This design comes from an exercise in tuning for small area and a short achievable clock period on the open sky130 flow, not from production work.
The RTL was checked by simulation tests, not by an equivalence proof against the original design.
Power and IR drop assume default switching activity.

Setup of red:
## execute
module execute (
    input logic clk,
    input logic rst_n,
    input logic [31:0] instr_addr,  
    input logic [4:0] op_type,  
    input logic [6:0] op_spec,  
    input logic [4:0] rd_ind,  
    input logic [31:0] rs1_dat,  
    input logic [31:0] rs2_dat,  
    input logic [31:0] imm_val,  
    output logic [4:0] e_op_type,
    output logic [6:0] e_op_spec,
    output logic [4:0] e_rd_ind,
    output logic [31:0] e_reg_dat,
    output logic [31:0] e_jmp_addr,
    output logic e_jmp_tk,
    input logic flush,
    output logic [31:0] mem_addr_out,  
    output logic [31:0] mem_dat_out,  
    output logic mem_read_en,  
    output logic mem_write_en,  
    input logic stall_in_bk,  
    input logic stall_in_ft,  
    output logic stall_out_ft  
);
    localparam int K = 12;
    logic t_ar, t_mem, t_br, t_jmp;
    assign t_ar  = (op_type == 5'd0);
    assign t_mem = (op_type == 5'd1);
    assign t_br  = (op_type == 5'd2);
    assign t_jmp = (op_type == 5'd3);
    logic [5:0] sp;
    assign sp = op_spec[5:0];
    logic [31:0] a, b;
    assign a = rs1_dat;
    assign b = op_spec[6] ? imm_val : rs2_dat;
    logic do_sub;
    assign do_sub = t_br | (t_ar & (sp != 6'd0));
    logic [31:0] cb;
    assign cb = t_ar ? b : (t_br ? rs2_dat : imm_val);
    logic [31:0] as;
    logic as_co;
    fadd u_as (.x(a), .y(cb ^ {32{do_sub}}), .ci(do_sub), .s(as), .co(as_co));
    logic ltu, lt, eq;
    assign ltu = ~as_co;
    assign lt  = (a[31] ^ cb[31]) ? a[31] : ltu;
    assign eq  = (as == 32'b0);
    logic [31:0] pc_imm, pc4;
    logic unused_co1, unused_co2;
    radd #(.N(32)) u_pci (.x(instr_addr), .y(imm_val), .ci(1'b0), .s(pc_imm), .co(unused_co1));
  ...
==> flow/config.mk <==
export PLATFORM = sky130hd
export DESIGN_NAME = execute
export DESIGN_NICKNAME = execute
export VERILOG_FILES = /design/flow/design.v
export SDC_FILE = /design/flow/constraint.sdc
export NUM_CORES = 4
export LEC_CHECK = 0
export ABC_AREA = 1
export CAP_MARGIN = 20
export CORE_MARGIN = 2
export CORE_UTILIZATION = 50
export PLACE_DENSITY = 0.65
export SLEW_MARGIN = 20
export SYNTH_HIERARCHICAL = 1
export SYNTH_MINIMUM_KEEP_SIZE = 0
==> flow/constraint.sdc <==
create_clock -name core_clock -period 110.0 [get_ports {clk}]
set_input_delay 22.0000 -clock core_clock [delete_from_list [all_inputs] [get_ports {clk}]]
set_output_delay 22.0000 -clock core_clock [all_outputs]
set_load 0.01 [all_outputs]
standard.sh (not shown) runs the stock make flow with config.mk's settings and CLKGATE_MAP_FILE= SYNTH_SCRIPT=/design/flow/synth_recipe.tcl, a recipe that flattens the netlist after the stock synthesis.
==> flow/flow/run.sh <==
#!/bin/bash
# The standard layout, except that synthesis maps some modules (kept separate by
# SYNTH_HIERARCHICAL) with their own ABC scripts and delay targets:
#   md_rows_hi / md_rows_lo (the multiply/divide array rows before / after the
#   result register): flow/abc_hi.script / flow/abc_lo.script
#   execute (the top module's own logic): flow/abc_top.script
#   fadd (the ALU / address adder): flow/abc_fadd.script
# Every other module uses the standard ABC script.
# Port buffers (one per input and output port, as standard) use buf_1 cells.
set -euo pipefail
W=$(pwd)
F=$W/flow
{
  cat <<EOT
proc abc {args} {
  set i [lsearch -exact \$args -script]
  foreach {sel scr} {*md_rows_hi* abc_hi *md_rows_lo* abc_lo execute abc_top fadd abc_fadd} {
    yosys abc {*}[lreplace \$args [expr {\$i + 1}] [expr {\$i + 1}] $F/\$scr.script] \$sel
  }
  yosys abc {*}\$args * *md_rows_hi* %d *md_rows_lo* %d execute %d fadd %d
}
EOT
  cat "$W/synth_recipe.tcl"
} > "$W/synth_split.tcl"
bash "$W/standard.sh" SYNTH_SCRIPT="$W/synth_split.tcl" "BUFFER_PORTS_ARGS=-buffer_cell sky130_fd_sc_hd__buf_1" finish > "$W/flow_make.log" 2>&1
==> flow/flow/abc_fadd.script <==
strash
dch
map -D 3500
topo
stime -c
buffer -c
upsize -c -D 3500
dnsize -c -D 3500
==> flow/flow/abc_hi.script <==
strash
dch
map -D 26000
topo
stime -c
buffer -c
upsize -c -D 26000
dnsize -c -D 26000
==> flow/flow/abc_lo.script <==
strash
dch
map -D 19000
topo
stime -c
buffer -c
upsize -c -D 19000
dnsize -c -D 19000
==> flow/flow/abc_top.script <==
strash
dch
map -D 2000
topo
stime -c
buffer -c
upsize -c -D 2000
dnsize -c -D 2000
Every stage of the flow completed for red, and the final layout passed the timing, DRC and antenna checks.
The inputs of blue differ from those of red as listed below.
==> flow/flow/abc_lo.script <==
strash
dch
map -D 26000
topo
stime -c
buffer -c
upsize -c -D 26000
dnsize -c -D 26000
Standard cell with the maximum stage delay on the critical path = sky130_fd_sc_hd__a21boi_2: red; standard cell with the maximum stage delay on the critical path = sky130_fd_sc_hd__inv_1: blue
Initial antenna violation count: blue vs red up 8
Changes observed in blue relative to red: antenna diode count now sits higher; worst hold slack held.
Relative to red, the die boundary width of blue is lower by 10 µm.
Via count of the routed design improves in blue relative to red.
red was carried through to the last stage, and its layout satisfied the timing, DRC and antenna checks.
blue was carried through to the last stage, and its layout satisfied the timing, DRC and antenna checks.
What red reported for sum of buffers and inverters on the critical path has to be multiplied by 1.2 to get the figure for blue.
Changes in green relative to blue:
==> flow/flow/abc_hi.script <==
strash
dch
map -D 21000
topo
stime -c
buffer -c
upsize -c -D 21000
dnsize -c -D 21000
==> flow/flow/abc_lo.script <==
strash
dch
map -D 19000
topo
stime -c
buffer -c
upsize -c -D 19000
dnsize -c -D 19000
--- outcome ---
Relative to blue, total power per unit cell area has gone up in green.
In the tables for blue and green, core utilization reads higher with blue.
Re sequential cell count: no difference whatsoever between green and blue.
Note that the leakage power summed over all cells recorded for green amounts to 1.13 times the value seen in blue.
green — cell row count about 6% higher, blue as reference
Summary of green over blue: clock power share shrank by 0.9 points, global-route wire length before repair went up by 5.3%.
Design area (blue / green): 0.909
Measured against green, the synthesized cell count of blue comes out at 0.923 times the reference value.
## Diff of input files: orange against green
--- a/flow/flow/run.sh
+++ b/flow/flow/run.sh
@@ -9 +8,0 @@
-# Port buffers (one per input and output port, as standard) use buf_1 cells.
@@ -25 +24 @@
-bash "$W/standard.sh" SYNTH_SCRIPT="$W/synth_split.tcl" "BUFFER_PORTS_ARGS=-buffer_cell sky130_fd_sc_hd__buf_1" finish > "$W/flow_make.log" 2>&1
+bash "$W/standard.sh" SYNTH_SCRIPT="$W/synth_split.tcl" finish > "$W/flow_make.log" 2>&1
==> flow/flow/abc_hi.script <==
strash
dch
map -D 26000
topo
stime -c
buffer -c
upsize -c -D 26000
dnsize -c -D 26000
==> flow/flow/abc_lo.script <==
strash
dch
map -D 26000
topo
stime -c
buffer -c
upsize -c -D 26000
dnsize -c -D 26000
Notes after the runs:
The core of orange is more densely filled than that of green. Changes observed in orange relative to green: wire length of the first global-routing pass shows a reduction of 14000 µm, cell area decreased about 5.6%, area after synthesis dropped 12%, global-route usage went up by 4.1 points, multi-input combinational cell area decreased about 11%. Against green as the reference, orange delivers a lower combinational fraction of design power. In orange relative to green, critical path depth had gone up by more than 10%.

Another version of the RTL of execute (not shown whole).
For scale: ~50,000 um^2 of cells after synthesis.
==> flow/config.mk <==
export PLATFORM = sky130hd
export DESIGN_NAME = execute
export DESIGN_NICKNAME = execute
export VERILOG_FILES = /design/flow/design.v
export SDC_FILE = /design/flow/constraint.sdc
export NUM_CORES = 4
export LEC_CHECK = 0
export ABC_AREA = 1
export CAP_MARGIN = 20
export CORE_MARGIN = 2
export CORE_UTILIZATION = 60
export PLACE_DENSITY = 0.75
export SLEW_MARGIN = 20
export SYNTH_HIERARCHICAL = 1
export SYNTH_MINIMUM_KEEP_SIZE = 0
==> flow/constraint.sdc <==
create_clock -name core_clock -period 110.0 [get_ports {clk}]
set_input_delay 22.0000 -clock core_clock [delete_from_list [all_inputs] [get_ports {clk}]]
set_output_delay 22.0000 -clock core_clock [all_outputs]
set_load 0.01 [all_outputs]
==> flow/flow/run.sh <==
#!/bin/bash
# The standard layout, except that synthesis maps some modules (kept separate by
# SYNTH_HIERARCHICAL) with their own ABC scripts and delay targets:
#   md_rows_hi / md_rows_lo (the multiply/divide array rows before / after the
#   result register): flow/abc_hi.script / flow/abc_lo.script
#   execute (the top module's own logic): flow/abc_top.script
# Every other module (the fast adders) uses the standard ABC script.
set -euo pipefail
W=$(pwd)
F=$W/flow
{
  cat <<EOT
proc abc {args} {
  set i [lsearch -exact \$args -script]
  foreach {sel scr} {*md_rows_hi* abc_hi *md_rows_lo* abc_lo execute abc_top} {
    yosys abc {*}[lreplace \$args [expr {\$i + 1}] [expr {\$i + 1}] $F/\$scr.script] \$sel
  }
  yosys abc {*}\$args * *md_rows_hi* %d *md_rows_lo* %d execute %d
}
EOT
  cat "$W/synth_recipe.tcl"
} > "$W/synth_split.tcl"
bash "$W/standard.sh" SYNTH_SCRIPT="$W/synth_split.tcl" finish > "$W/flow_make.log" 2>&1
==> flow/flow/abc_hi.script <==
strash
dch
map -D 20000
topo
stime -c
buffer -c
upsize -c -D 20000
dnsize -c -D 20000
==> flow/flow/abc_lo.script <==
strash
dch
map -D 20000
topo
stime -c
buffer -c
upsize -c -D 20000
dnsize -c -D 20000
==> flow/flow/abc_top.script <==
strash
dch
map -D 2500
topo
stime -c
buffer -c
upsize -c -D 2500
dnsize -c -D 2500
The first run stopped in 5_1_grt (GRT-0116).
Then changed:
==> flow/flow/abc_hi.script (replaced) <==
strash
dch
map -D 14000
topo
stime -c
buffer -c
upsize -c -D 14000
dnsize -c -D 14000
==> flow/flow/abc_lo.script (replaced) <==
strash
dch
map -D 14000
topo
stime -c
buffer -c
upsize -c -D 14000
dnsize -c -D 14000
Now the flow went through all stages and came out clean.
Synthesized cell count grows by about a fifth.
Synthesized area grows by about a fifth.
Then changed:
--- a/flow/flow/run.sh
+++ b/flow/flow/run.sh
@@ -5,5 +5,6 @@
 #   result register): flow/abc_hi.script / flow/abc_lo.script
 #   execute (the top module's own logic): flow/abc_top.script
-# Every other module (the fast adders) uses the standard ABC script.
+#   fadd (the ALU / address adder): flow/abc_fadd.script
+# Every other module uses the standard ABC script.
 set -euo pipefail
 W=$(pwd)
@@ -13,8 +14,8 @@
 proc abc {args} {
   set i [lsearch -exact \$args -script]
-  foreach {sel scr} {*md_rows_hi* abc_hi *md_rows_lo* abc_lo execute abc_top} {
+  foreach {sel scr} {*md_rows_hi* abc_hi *md_rows_lo* abc_lo execute abc_top fadd abc_fadd} {
     yosys abc {*}[lreplace \$args [expr {\$i + 1}] [expr {\$i + 1}] $F/\$scr.script] \$sel
   }
-  yosys abc {*}\$args * *md_rows_hi* %d *md_rows_lo* %d execute %d
+  yosys abc {*}\$args * *md_rows_hi* %d *md_rows_lo* %d execute %d fadd %d
 }
 EOT
==> flow/flow/abc_fadd.script (new file) <==
strash
dch
map -D 3500
topo
stime -c
buffer -c
upsize -c -D 3500
dnsize -c -D 3500
==> flow/flow/abc_hi.script (replaced) <==
strash
dch
map -D 20000
topo
stime -c
buffer -c
upsize -c -D 20000
dnsize -c -D 20000
==> flow/flow/abc_lo.script (replaced) <==
strash
dch
map -D 20000
topo
stime -c
buffer -c
upsize -c -D 20000
dnsize -c -D 20000
==> flow/flow/abc_top.script (replaced) <==
strash
dch
map -D 2000
topo
stime -c
buffer -c
upsize -c -D 2000
dnsize -c -D 2000
--- a/flow/config.mk
+++ b/flow/config.mk
@@ -9,6 +9,6 @@
 export CAP_MARGIN = 20
 export CORE_MARGIN = 2
-export CORE_UTILIZATION = 60
-export PLACE_DENSITY = 0.75
+export CORE_UTILIZATION = 50
+export PLACE_DENSITY = 0.65
 export SLEW_MARGIN = 20
 export SYNTH_HIERARCHICAL = 1
Result:
- The changed run went through all stages and came out clean
- wire length goes down by 13%
- global-route usage is lower by 7.7 points
- total power rose by 5.7%
- die area goes up by 2.1%
- critical path depth is higher by 48
- clock-buffer cell count is unchanged
- synthesized cell count is lower by 18%
- final cell count went down by 15%
- setup slack gets worse by 1.6 ns
- sequential share of layout area went up by 0.65 points
- via count came out lower by 23%

Another version of the RTL of execute (not shown whole).
Size: ~9100 cells after synthesis, about 52000 um^2 of cells after synthesis.
==> flow/design.v (excerpt) <==
module execute (
    input logic clk,
    input logic rst_n,
    input logic [31:0] instr_addr,  
    input logic [4:0] op_type,  
    input logic [6:0] op_spec,  
    input logic [4:0] rd_ind,  
    input logic [31:0] rs1_dat,  
    input logic [31:0] rs2_dat,  
    input logic [31:0] imm_val,  
    output logic [4:0] e_op_type,
    output logic [6:0] e_op_spec,
    output logic [4:0] e_rd_ind,
    output logic [31:0] e_reg_dat,
    output logic [31:0] e_jmp_addr,
    output logic e_jmp_tk,
    input logic flush,
    output logic [31:0] mem_addr_out,  
    output logic [31:0] mem_dat_out,  
    output logic mem_read_en,  
    output logic mem_write_en,  
    input logic stall_in_bk,  
    input logic stall_in_ft,  
    output logic stall_out_ft  
);
Settings: LEC_CHECK=0, ABC_AREA=1, CAP_MARGIN=20, CORE_MARGIN=2, CORE_UTILIZATION=60, PLACE_DENSITY=0.75, SLEW_MARGIN=20, SYNTH_HIERARCHICAL=1, SYNTH_MINIMUM_KEEP_SIZE=0; clock period 110.0 ns.
==> flow/flow/run.sh <==
#!/bin/bash
# The standard layout, except that synthesis maps the multiply/divide array rows
# (the md_rows modules, kept as separate modules by SYNTH_HIERARCHICAL) with their
# own ABC script and delay target; everything else uses the standard ABC script.
set -euo pipefail
W=$(pwd)
F=$W/flow
{
  cat <<EOT
proc abc {args} {
  set i [lsearch -exact \$args -script]
  set rargs [lreplace \$args [expr {\$i + 1}] [expr {\$i + 1}] $F/abc_rows.script]
  yosys abc {*}\$rargs *md_rows*
  yosys abc {*}\$args * *md_rows* %d
}
EOT
  cat "$W/synth_recipe.tcl"
} > "$W/synth_rows.tcl"
bash "$W/standard.sh" SYNTH_SCRIPT="$W/synth_rows.tcl" finish > "$W/flow_make.log" 2>&1
==> flow/flow/abc_rows.script <==
strash
dch
map -D 20000
topo
stime -c
buffer -c
upsize -c -D 20000
dnsize -c -D 20000
The first run produced a clean layout.
Change:
--- a/flow/config.mk
+++ b/flow/config.mk
@@ -9,6 +9,5 @@
 export CAP_MARGIN = 20
 export CORE_MARGIN = 2
-export CORE_UTILIZATION = 60
-export PLACE_DENSITY = 0.75
+export CORE_UTILIZATION = 40
 export SLEW_MARGIN = 20
 export SYNTH_HIERARCHICAL = 1
Core utilization falls by 20 points.
Area after synthesis stays the same.
Sequential power barely changes.
Flip-flop and latch count does not change.
Hold slack gets worse by 0.0060 ns.
Clock power rises by 18%.
Wire length came out higher by 4.5%.
Register-to-register slack got worse by 0.10 ns.
First-iteration DRC count shrinks by 31%.

execute, a different RTL version from the one above (not shown whole).
Size: roughly 120 flip-flops, roughly 55000 um2 of cells after synthesis.
==> flow/design.v (excerpt) <==
module execute (
    input logic clk,
    input logic rst_n,
    input logic [31:0] instr_addr,  
    input logic [4:0] op_type,  
    input logic [6:0] op_spec,  
    input logic [4:0] rd_ind,  
    input logic [31:0] rs1_dat,  
    input logic [31:0] rs2_dat,  
    input logic [31:0] imm_val,  
    output logic [4:0] e_op_type,
    output logic [6:0] e_op_spec,
    output logic [4:0] e_rd_ind,
    output logic [31:0] e_reg_dat,
    output logic [31:0] e_jmp_addr,
    output logic e_jmp_tk,
    input logic flush,
    output logic [31:0] mem_addr_out,  
    output logic [31:0] mem_dat_out,  
    output logic mem_read_en,  
    output logic mem_write_en,  
    input logic stall_in_bk,  
    input logic stall_in_ft,  
    output logic stall_out_ft  
);
    localparam int K = 13;
    logic t_ar, t_mem, t_br, t_jmp;
    assign t_ar  = (op_type == 5'd0);
    assign t_mem = (op_type == 5'd1);
    assign t_br  = (op_type == 5'd2);
    assign t_jmp = (op_type == 5'd3);
    logic [5:0] sp;
    assign sp = op_spec[5:0];
    logic [31:0] a, b;
    assign a = rs1_dat;
    assign b = op_spec[6] ? imm_val : rs2_dat;
    logic do_sub;
    assign do_sub = t_br | (t_ar & (sp != 6'd0));
    logic [31:0] cb;
    assign cb = t_ar ? b : (t_br ? rs2_dat : imm_val);
    logic [31:0] as;
    logic as_co;
    fadd #(.N(32)) u_as (.x(a), .y(cb ^ {32{do_sub}}), .ci(do_sub), .s(as), .co(as_co));
    logic ltu, lt, eq;
    assign ltu = ~as_co;
    assign lt  = (a[31] ^ cb[31]) ? a[31] : ltu;
    assign eq  = (as == 32'b0);
    logic [31:0] pc_imm, pc4;
    logic unused_co1, unused_co2;
    radd #(.N(32)) u_pci (.x(instr_addr), .y(imm_val), .ci(1'b0), .s(pc_imm), .co(unused_co1));
    radd #(.N(30)) u_pc4 (.x(instr_addr[31:2]), .y(30'b0), .ci(1'b1), .s(pc4[31:2]), .co(unused_co2));
    assign pc4[1:0] = instr_addr[1:0];
    logic md_op, md_div, md_shr, md_sra, md_sh;
    assign md_op  = t_ar & ((sp == 6'd5) | (sp == 6'd6) | (sp == 6'd7) | (sp == 6'd13)
                          | (sp == 6'd17) | (sp == 6'd19));
    assign md_div = sp[4];                    
    assign md_sh  = ~sp[3] & ~sp[4];          
    assign md_shr = sp[1];                    
    assign md_sra = sp[1] & sp[0] & a[31];    
    logic [31:0] a_rev;
    for (genvar i = 0; i < 32; ++i) begin : g_rev
        assign a_rev[i] = a[31 - i];
    end
    logic [31:0] shx;
  ...
clock: 110.0 ns
lec_check: 0
abc_area: 1
cap_margin: 20
core_margin: 2
core_utilization: 40
slew_margin: 20
==> flow/flow/run.sh <==
#!/bin/bash
# The standard layout, except that the port buffers (one per input and output
# port, as standard) use buf_1 cells.
set -euo pipefail
W=$(pwd)
bash "$W/standard.sh" "BUFFER_PORTS_ARGS=-buffer_cell sky130_fd_sc_hd__buf_1" finish > "$W/flow_make.log" 2>&1
Next try:
==> flow/run.sh (new file) <==
#!/bin/bash
# synth_recipe.tcl (not shown) runs the flow's synth.tcl, then flattens the netlist and writes it again
# the make line also repeats each setting of config.mk as NAME=value (left out here)
make -C /OpenROAD-flow-scripts/flow DESIGN_CONFIG=/design/flow/config.mk WORK_HOME=/design/flow/orfs CLKGATE_MAP_FILE= SYNTH_SCRIPT=/design/flow/synth_recipe.tcl finish
removed: flow/flow/run.sh
removed: flow/standard.sh
After rerunning: The new run produced a clean layout. Routed wire length rose by 2.8%. Non-clock buffer count stays the same. Final cell count hardly moves. Utilization climbs by 1.4 points. Sequential share of layout area went down by 0.14 points.

-- what the ideal ports hide --
In the flow no input, the clock included, has a driving cell. The finished layouts below were timed again as built, in two steps.
Step 1 (the two cells are an assumption about what drives the block):
set clk [get_ports {clk}]
set_driving_cell -lib_cell sky130_fd_sc_hd__clkbuf_16 $clk
set_driving_cell -lib_cell sky130_fd_sc_hd__buf_2 [delete_from_list [all_inputs] $clk]
Step 2 times the ports against the registers' clock, not the clock port: input delays grow and output delays shrink by t, the midpoint of the rising clock arrivals with the driver on.
a / b / c = ideal ports / drivers / drivers and shift; a / b = the first two.
| run | t, ns | setup WS [ns] | worst hold slack (ns) | pins driven straight from the clock port |
|---|---|---|---|---|
| red | 0.492 | 49.452 / 49.484 / 48.992 | 0.464 / 0.464 / 0.464 | 1 |
| blue | 0.531 | 46.756 / 46.703 / 47.234 | 0.465 / 0.465 / 0.465 | 1 |
| green | 0.500 | 51.190 / 51.122 / 51.623 | 0.463 / 0.463 / 0.463 | 1 |
| orange | 0.522 | 46.404 / 46.345 / 46.867 | 0.465 / 0.465 / 0.465 | 1 |
| the second run of note 2 | 0.495 | 51.447 / 51.392 / 51.888 | 0.469 / 0.469 / 0.469 | 1 |
| the third run of note 2 | 0.564 | 49.839 / 49.768 / 50.331 | 0.468 / 0.468 / 0.468 | 1 |
| the first run of note 3 | 0.510 | 49.256 / 49.203 / 49.713 | 0.466 / 0.466 / 0.466 | 1 |
| the second run of note 3 | 0.530 | 48.314 / 48.257 / 48.787 | 0.460 / 0.460 / 0.460 | 1 |
| the first run of note 4 | 0.567 | 55.720 / 55.657 / 56.223 | 0.472 / 0.472 / 0.472 | 1 |
| the second run of note 4 | 0.556 | 55.332 / 55.265 / 55.822 | 0.467 / 0.467 / 0.467 | 1 |
After both steps setup and hold are still met in every run listed. The setup slack of red, which loses most, moves by +0.032 ns with the drivers and by -0.460 ns with both steps.
